What follows belongs to an exercise in optimizing a design on an open flow for small area and a short achievable clock period; a production flow would make more cautious choices. Function was checked by simulation only, so behaviour that the tests miss may differ from the original. Power is estimated from default activity; no workload was simulated.

==> flow/design.v (excerpt) <==
module sysarray_flat (
    input  wire         clk,
    input  wire         rst,
    input  wire         clr,
    input  wire [23:0]  a_left,
    input  wire [23:0]  b_top,
    output wire [161:0] acc_out
);
    sysarray u_arr (
        .clk(clk),
        .rst(rst),
        .clr(clr),
        .left(a_left),
        .top(b_top),
        .out(acc_out)
    );
endmodule
Size: roughly 4,000 cells after synthesis, about 260 flip-flops, about 210 I/O pins.
Settings: LEC_CHECK=0, ABC_AREA=1, CAP_MARGIN=20, CORE_MARGIN=2, CORE_UTILIZATION=40, CTS_BUF_LIST=sky130_fd_sc_hd__clkbuf_4 sky130_fd_sc_hd__clkbuf_8, SETUP_SLACK_MARGIN=1.0, SLEW_MARGIN=20, SYNTH_HIERARCHICAL=1, SYNTH_MINIMUM_KEEP_SIZE=0; clock period 5.0 ns.
standard.sh (not shown) runs the stock make flow with config.mk's settings and CLKGATE_MAP_FILE= SYNTH_SCRIPT=/design/flow/synth_recipe.tcl, a recipe that flattens the netlist after the stock synthesis.
==> flow/flow/run.sh <==
#!/bin/bash
# The standard layout, with every port buffered by the smallest buffer
# (sky130_fd_sc_hd__buf_1) rather than the cell buffer_ports picks by itself;
# repair_design and repair_timing resize them afterwards where needed.
set -euo pipefail
export BUFFER_PORTS_ARGS="-buffer_cell sky130_fd_sc_hd__buf_1"
bash standard.sh > standard.log 2>&1
Edit:
Settings changed: ABC_AREA 1 to unset, CTS_BUF_LIST sky130_fd_sc_hd__clkbuf_4 sky130_fd_sc_hd__clkbuf_8 to unset, SETUP_SLACK_MARGIN 1.0 to 1.25.
Effect: The changed run finished with timing, DRC and antenna clean; setup slack loses 0.28 ns; wire length came out higher slightly; synthesized cell count came out lower by well over a third; synthesized area came out lower by roughly a tenth; sequential cell count stays the same.
Edit:
Settings changed: CAP_MARGIN 20 to 0, SETUP_SLACK_MARGIN 1.25 to 1.0, SLEW_MARGIN 20 to 0.
=>
- sequential power barely changes
- non-clock buffer count falls by 101
- setup slack improves by 0.0038 ns
- utilization falls by 2.7 points
- hold slack improved by 0.012 ns
- synthesized area stays the same
- total power is lower by about 9%

========
== v6 ==
sysarray_flat, a different RTL version from the one above (not shown whole).
Size in the first run: roughly 210 I/O pins, about 28,000 um2 of cells after synthesis.
make LEC_CHECK=0 CAP_MARGIN=20 CORE_MARGIN=2 CORE_UTILIZATION=40 SETUP_SLACK_MARGIN=0.5 SLEW_MARGIN=20 SYNTH_HIERARCHICAL=1 SYNTH_MINIMUM_KEEP_SIZE=0 finish   # period 5.0 ns
run.sh (not shown) runs the stock make flow with config.mk's settings and CLKGATE_MAP_FILE= SYNTH_SCRIPT=/design/flow/synth_recipe.tcl, a recipe that flattens the netlist after the stock synthesis.
Stock flow here: none of the scripts above is used.
v6 finished end to end and its layout was clean on timing, DRC and antenna.
> inputs changed (v6 -> v7)
- a change of SETUP_SLACK_MARGIN from 0.5 to 2.0
## What came out
- v7 against v6: clock power share now sits lower; clock-buffer cell count now sits higher; number of antenna violations at the first check in global routing now sits higher.
- On tapcell count, v7 and v6 are basically level.
- v7 ended with more total design power than v6.
- Side by side, sequential power share turned out lower in v7 than in v6.
- v7 against v6: number of DRC markers in iteration 0 went up by 1.3%, synthesized cell count was more or less identical.
- Final period utilization, v7 and v6, higher one = v6.
- Relative to v6, non-clock buffer contribution to total cell area has gone up in v7.

========
Another version of the RTL of sysarray_flat (not shown whole).
Size in the first run: about 2,700 cells after synthesis, about 260 flip-flops, roughly 210 I/O pins.
Settings: LEC_CHECK=0, CAP_MARGIN=20, CORE_MARGIN=2, CORE_UTILIZATION=40, CTS_BUF_LIST=sky130_fd_sc_hd__clkbuf_4 sky130_fd_sc_hd__clkbuf_8, CTS_CLUSTER_DIAMETER=60, CTS_CLUSTER_SIZE=16, SETUP_SLACK_MARGIN=1.2, SLEW_MARGIN=20, SYNTH_HIERARCHICAL=1, SYNTH_MINIMUM_KEEP_SIZE=0; clock period 5.0 ns.
standard.sh (not shown) runs the stock make flow with config.mk's settings and CLKGATE_MAP_FILE= SYNTH_SCRIPT=/design/flow/synth_recipe.tcl, a recipe that flattens the netlist after the stock synthesis.
==> flow/flow/run.sh <==
#!/bin/bash
set -euo pipefail
export BUFFER_PORTS_ARGS="-buffer_cell sky130_fd_sc_hd__buf_1"
export PRE_RESIZE_TCL="$PWD/flow/pre_resize.tcl"
bash standard.sh > standard.log 2>&1
==> flow/flow/pre_resize.tcl <==
# Input-port buffers (named input* by buffer_ports) to buf_4.
set n 0
foreach inst [get_cells input*] {
  if { [get_property $inst ref_name] == "sky130_fd_sc_hd__buf_1" } {
    replace_cell $inst sky130_fd_sc_hd__buf_4
    incr n
  }
}
puts "pre_resize: $n input buffers made sky130_fd_sc_hd__buf_4"
Rerun with:
- PLACE_DENSITY: not set -> 0.75
- SETUP_SLACK_MARGIN: 1.2 -> 1.1
After rerunning: Total power went down by 2.5%; wire length falls by 2.9%; utilization is lower by 0.52 points.
Rerun with:
- PLACE_DENSITY: 0.75 -> not set
- TNS_END_PERCENT: not set -> 0
Routed wire length went up by a few percent.
Cell area goes down slightly.
Setup slack got worse by 0.020 ns.
Non-clock buffer count shrinks by 4.
Utilization decreases by 0.18 points.
Count of clock-buffer cells in the layout grows by 5.
Flip-flop and latch count stays the same.
Cell count hardly moves.
Critical path depth is higher by 3.
Global-route usage goes up by 0.58 points.
First-iteration DRC count fell by about a fifth.
Rerun with:
- CTS_CLUSTER_DIAMETER: 60 -> not set
- CTS_CLUSTER_SIZE: 16 -> not set
- TNS_END_PERCENT: 0 -> not set
Result:
- cell area climbs by 1.3%
- global-route usage is about the same
- sequential power hardly moves
- final cell count goes up by 0.63%
- clock skew went down by 0.013 ns
- combinational power hardly moves
- hold slack got worse by 0.0082 ns
- synthesized area is unchanged
- core utilization grows by 0.56 points

========
sysarray_flat, a different RTL version from the one above (not shown whole).
Size in the first run: roughly 2500 cells after synthesis, roughly 260 flip-flops.
export LEC_CHECK = 0
export CAP_MARGIN = 20
export CORE_MARGIN = 2
export CORE_UTILIZATION = 40
export CTS_BUF_LIST = sky130_fd_sc_hd__clkbuf_4 sky130_fd_sc_hd__clkbuf_8
export SETUP_SLACK_MARGIN = 1.3
export SLEW_MARGIN = 20
export SYNTH_HIERARCHICAL = 1
export SYNTH_MINIMUM_KEEP_SIZE = 0
create_clock -name core_clock -period 5.0 [get_ports {clk}]
==> flow/flow/run.sh <==
#!/bin/bash
# The standard layout, with every port buffered by the smallest buffer
# (sky130_fd_sc_hd__buf_1) rather than the cell buffer_ports picks by itself;
# repair_design and repair_timing resize them afterwards where needed.
set -euo pipefail
export BUFFER_PORTS_ARGS="-buffer_cell sky130_fd_sc_hd__buf_1"
bash standard.sh > standard.log 2>&1
The baseline produced a clean layout.
Edit:
--- a/flow/config.mk
+++ b/flow/config.mk
@@ -12 +12 @@
-export SETUP_SLACK_MARGIN = 1.3
+export SETUP_SLACK_MARGIN = 0.7
What happened:
- sequential power is about the same
- fmax falls by 6.2%
- synthesized cell count stays the same
- clock skew came out higher by 0.011 ns
- routed wire length falls by 4.7%
- total power came out lower by 20%
- worst setup slack loses 0.26 ns
- via count drops by 1.7%
- die area stays the same

========
Setup of run 1:
sysarray_flat with an RTL version that a note above also has.
For scale: about 2500 cells after synthesis, about 260 flip-flops, about 210 I/O pins, about 0.027 mm2 of cells after synthesis.
clock: 5.0 ns
lec_check: 0
cap_margin: 20
core_margin: 2
core_utilization: 40
cts_buf_list: sky130_fd_sc_hd__clkbuf_4 sky130_fd_sc_hd__clkbuf_8
setup_slack_margin: 1.0
slew_margin: 20
synth_hierarchical: 1
synth_minimum_keep_size: 0
Scripts as last shown in full above: flow/flow/run.sh
#### Input delta (run 2 over run 1)
- removing CTS_BUF_LIST (formerly sky130_fd_sc_hd__clkbuf_4 sky130_fd_sc_hd__clkbuf_8)
Results
No stage failed in run 2, and the final checks on the layout all came back clean. The utilization of run 2 is higher than that of run 1. Compared with run 1, in run 2 final cell count essentially unchanged; count of maximum capacitance violations essentially unchanged. Share of cells above drive strength 1 is lower on run 1. Via density per instance for run 2: about 0.55% up relative to run 1. Run 2 vs run 1: area of combinational cells with multiple inputs up slightly. Run 2 vs run 1, critical path depth went up by 2. Diff run 2..run 1 | detailed-routing iteration count for the pre-antenna-repair pass | negligible. Run 2 vs run 1, relative area change from synthesis to final layout went up by 2.3 points. Number of clock buffers in the layout was lower in run 2 than in run 1.
[inputs] run 3 vs run 2
==> flow/run.sh (new file) <==
#!/bin/bash
# synth_recipe.tcl (not shown) runs the flow's synth.tcl, then flattens the netlist and writes it again
# the make line also repeats each setting of config.mk as NAME=value (left out here)
make -C /OpenROAD-flow-scripts/flow DESIGN_CONFIG=/design/flow/config.mk WORK_HOME=/design/flow/orfs CLKGATE_MAP_FILE= SYNTH_SCRIPT=/design/flow/synth_recipe.tcl finish
removed: flow/flow/run.sh
removed: flow/standard.sh
## What came out
In run 3 relative to run 2, maximum operating frequency had gone down by a few percent. Run 3: clock-buffer cell count 2.1% above run 2. Run 3 against run 2: final total power has increased, routed wire length went up by 2.5%. Lower met2 track utilization from global routing goes to run 2 over run 3. [compare] base=run 2 new=run 3: register share of the cell area dropped 0.98 points, count of antenna diodes in the layout went up, number of logic stages on the critical path including buffering higher.
#### Input delta (run 4 over run 3)
- setting CTS_BUF_LIST to sky130_fd_sc_hd__clkbuf_4 sky130_fd_sc_hd__clkbuf_8 for the first time
- changing CORE_UTILIZATION from 40 to 60
==> flow/flow/run.sh (new file) <==
#!/bin/bash
# The standard layout, with every port buffered by the smallest buffer
# (sky130_fd_sc_hd__buf_1) rather than the cell buffer_ports picks by itself;
# repair_design and repair_timing resize them afterwards where needed.
set -euo pipefail
export BUFFER_PORTS_ARGS="-buffer_cell sky130_fd_sc_hd__buf_1"
bash standard.sh > standard.log 2>&1
==> flow/standard.sh (new file) <==
#!/bin/bash
# synth_recipe.tcl (not shown) runs the flow's synth.tcl, then flattens the netlist and writes it again
# the make line also repeats each setting of config.mk as NAME=value (left out here)
make -C /OpenROAD-flow-scripts/flow DESIGN_CONFIG=/design/flow/config.mk WORK_HOME=/design/flow/orfs CLKGATE_MAP_FILE= SYNTH_SCRIPT=/design/flow/synth_recipe.tcl "${@:-finish}"
removed: flow/run.sh
Notes after the runs:
Setup slack on the worst flop-to-flop path on run 4 is ahead of run 3. Relative to run 3, area of the die has decreased by about 33% in run 4. [run 4 vs run 3] global-route usage: higher in run 4. The higher worst hold margin came out of run 3.

-- afterwards: timing with drivers on the ports --
The flow's constraints put no driver on any port. The routed layouts listed below were extracted and timed again, unchanged, in two steps. Step 1: set_driving_cell puts a clkbuf_16 on clk and a buf_2 on each other input, an assumption about the parent block. Step 2 times the ports against the registers' clock, not the clock port: input delays grow and output delays shrink by t, the midpoint of the rising clock arrivals with the driver on. Three values: ideal ports, drivers, drivers and shift; two values: the first two.
run | t, ns | setup WS [ns] | worst data-port slew with drivers (ns) | cell pins on the clock port's net
the first run of note 1 | 0.716 | 1.171 / 1.173 / 0.457 | 0.10 | 1
the second run of note 1 | 0.609 | 0.895 / 0.939 / 0.329 | 0.13 | 1
the third run of note 1 | 0.617 | 0.899 / 0.905 / 0.288 | 0.13 | 1
v6 | 0.611 | 0.597 / 0.641 / 0.029 | 0.12 | 1
v7 | 0.607 | 1.040 / 1.035 / 0.428 | 0.16 | 1
the first run of note 3 | 0.672 | 1.279 / 1.317 / 0.644 | 0.09 | 1
the second run of note 3 | 0.679 | 1.232 / 1.258 / 0.589 | 0.07 | 1
the third run of note 3 | 0.672 | 1.212 / 1.238 / 0.567 | 0.11 | 1
the fourth run of note 3 | 0.695 | 1.287 / 1.303 / 0.625 | 0.07 | 1
the first run of note 4 | 0.697 | 1.074 / 1.110 / 0.413 | 0.07 | 1
the second run of note 4 | 0.684 | 0.816 / 0.847 / 0.163 | 0.07 | 1
run 1 | 0.709 | 0.978 / 0.983 / 0.274 | 0.10 | 1
run 2 | 0.617 | 0.899 / 0.905 / 0.288 | 0.13 | 1
run 3 | 0.601 | 0.808 / 0.842 / 0.241 | 0.14 | 1
run 4 | 0.696 | 0.916 / 0.918 / 0.222 | 0.12 | 1
After both steps setup and hold are still met in every run listed. The setup slack of the first run of note 1, which loses most, moves by +0.002 ns with the drivers and by -0.714 ns with both steps.
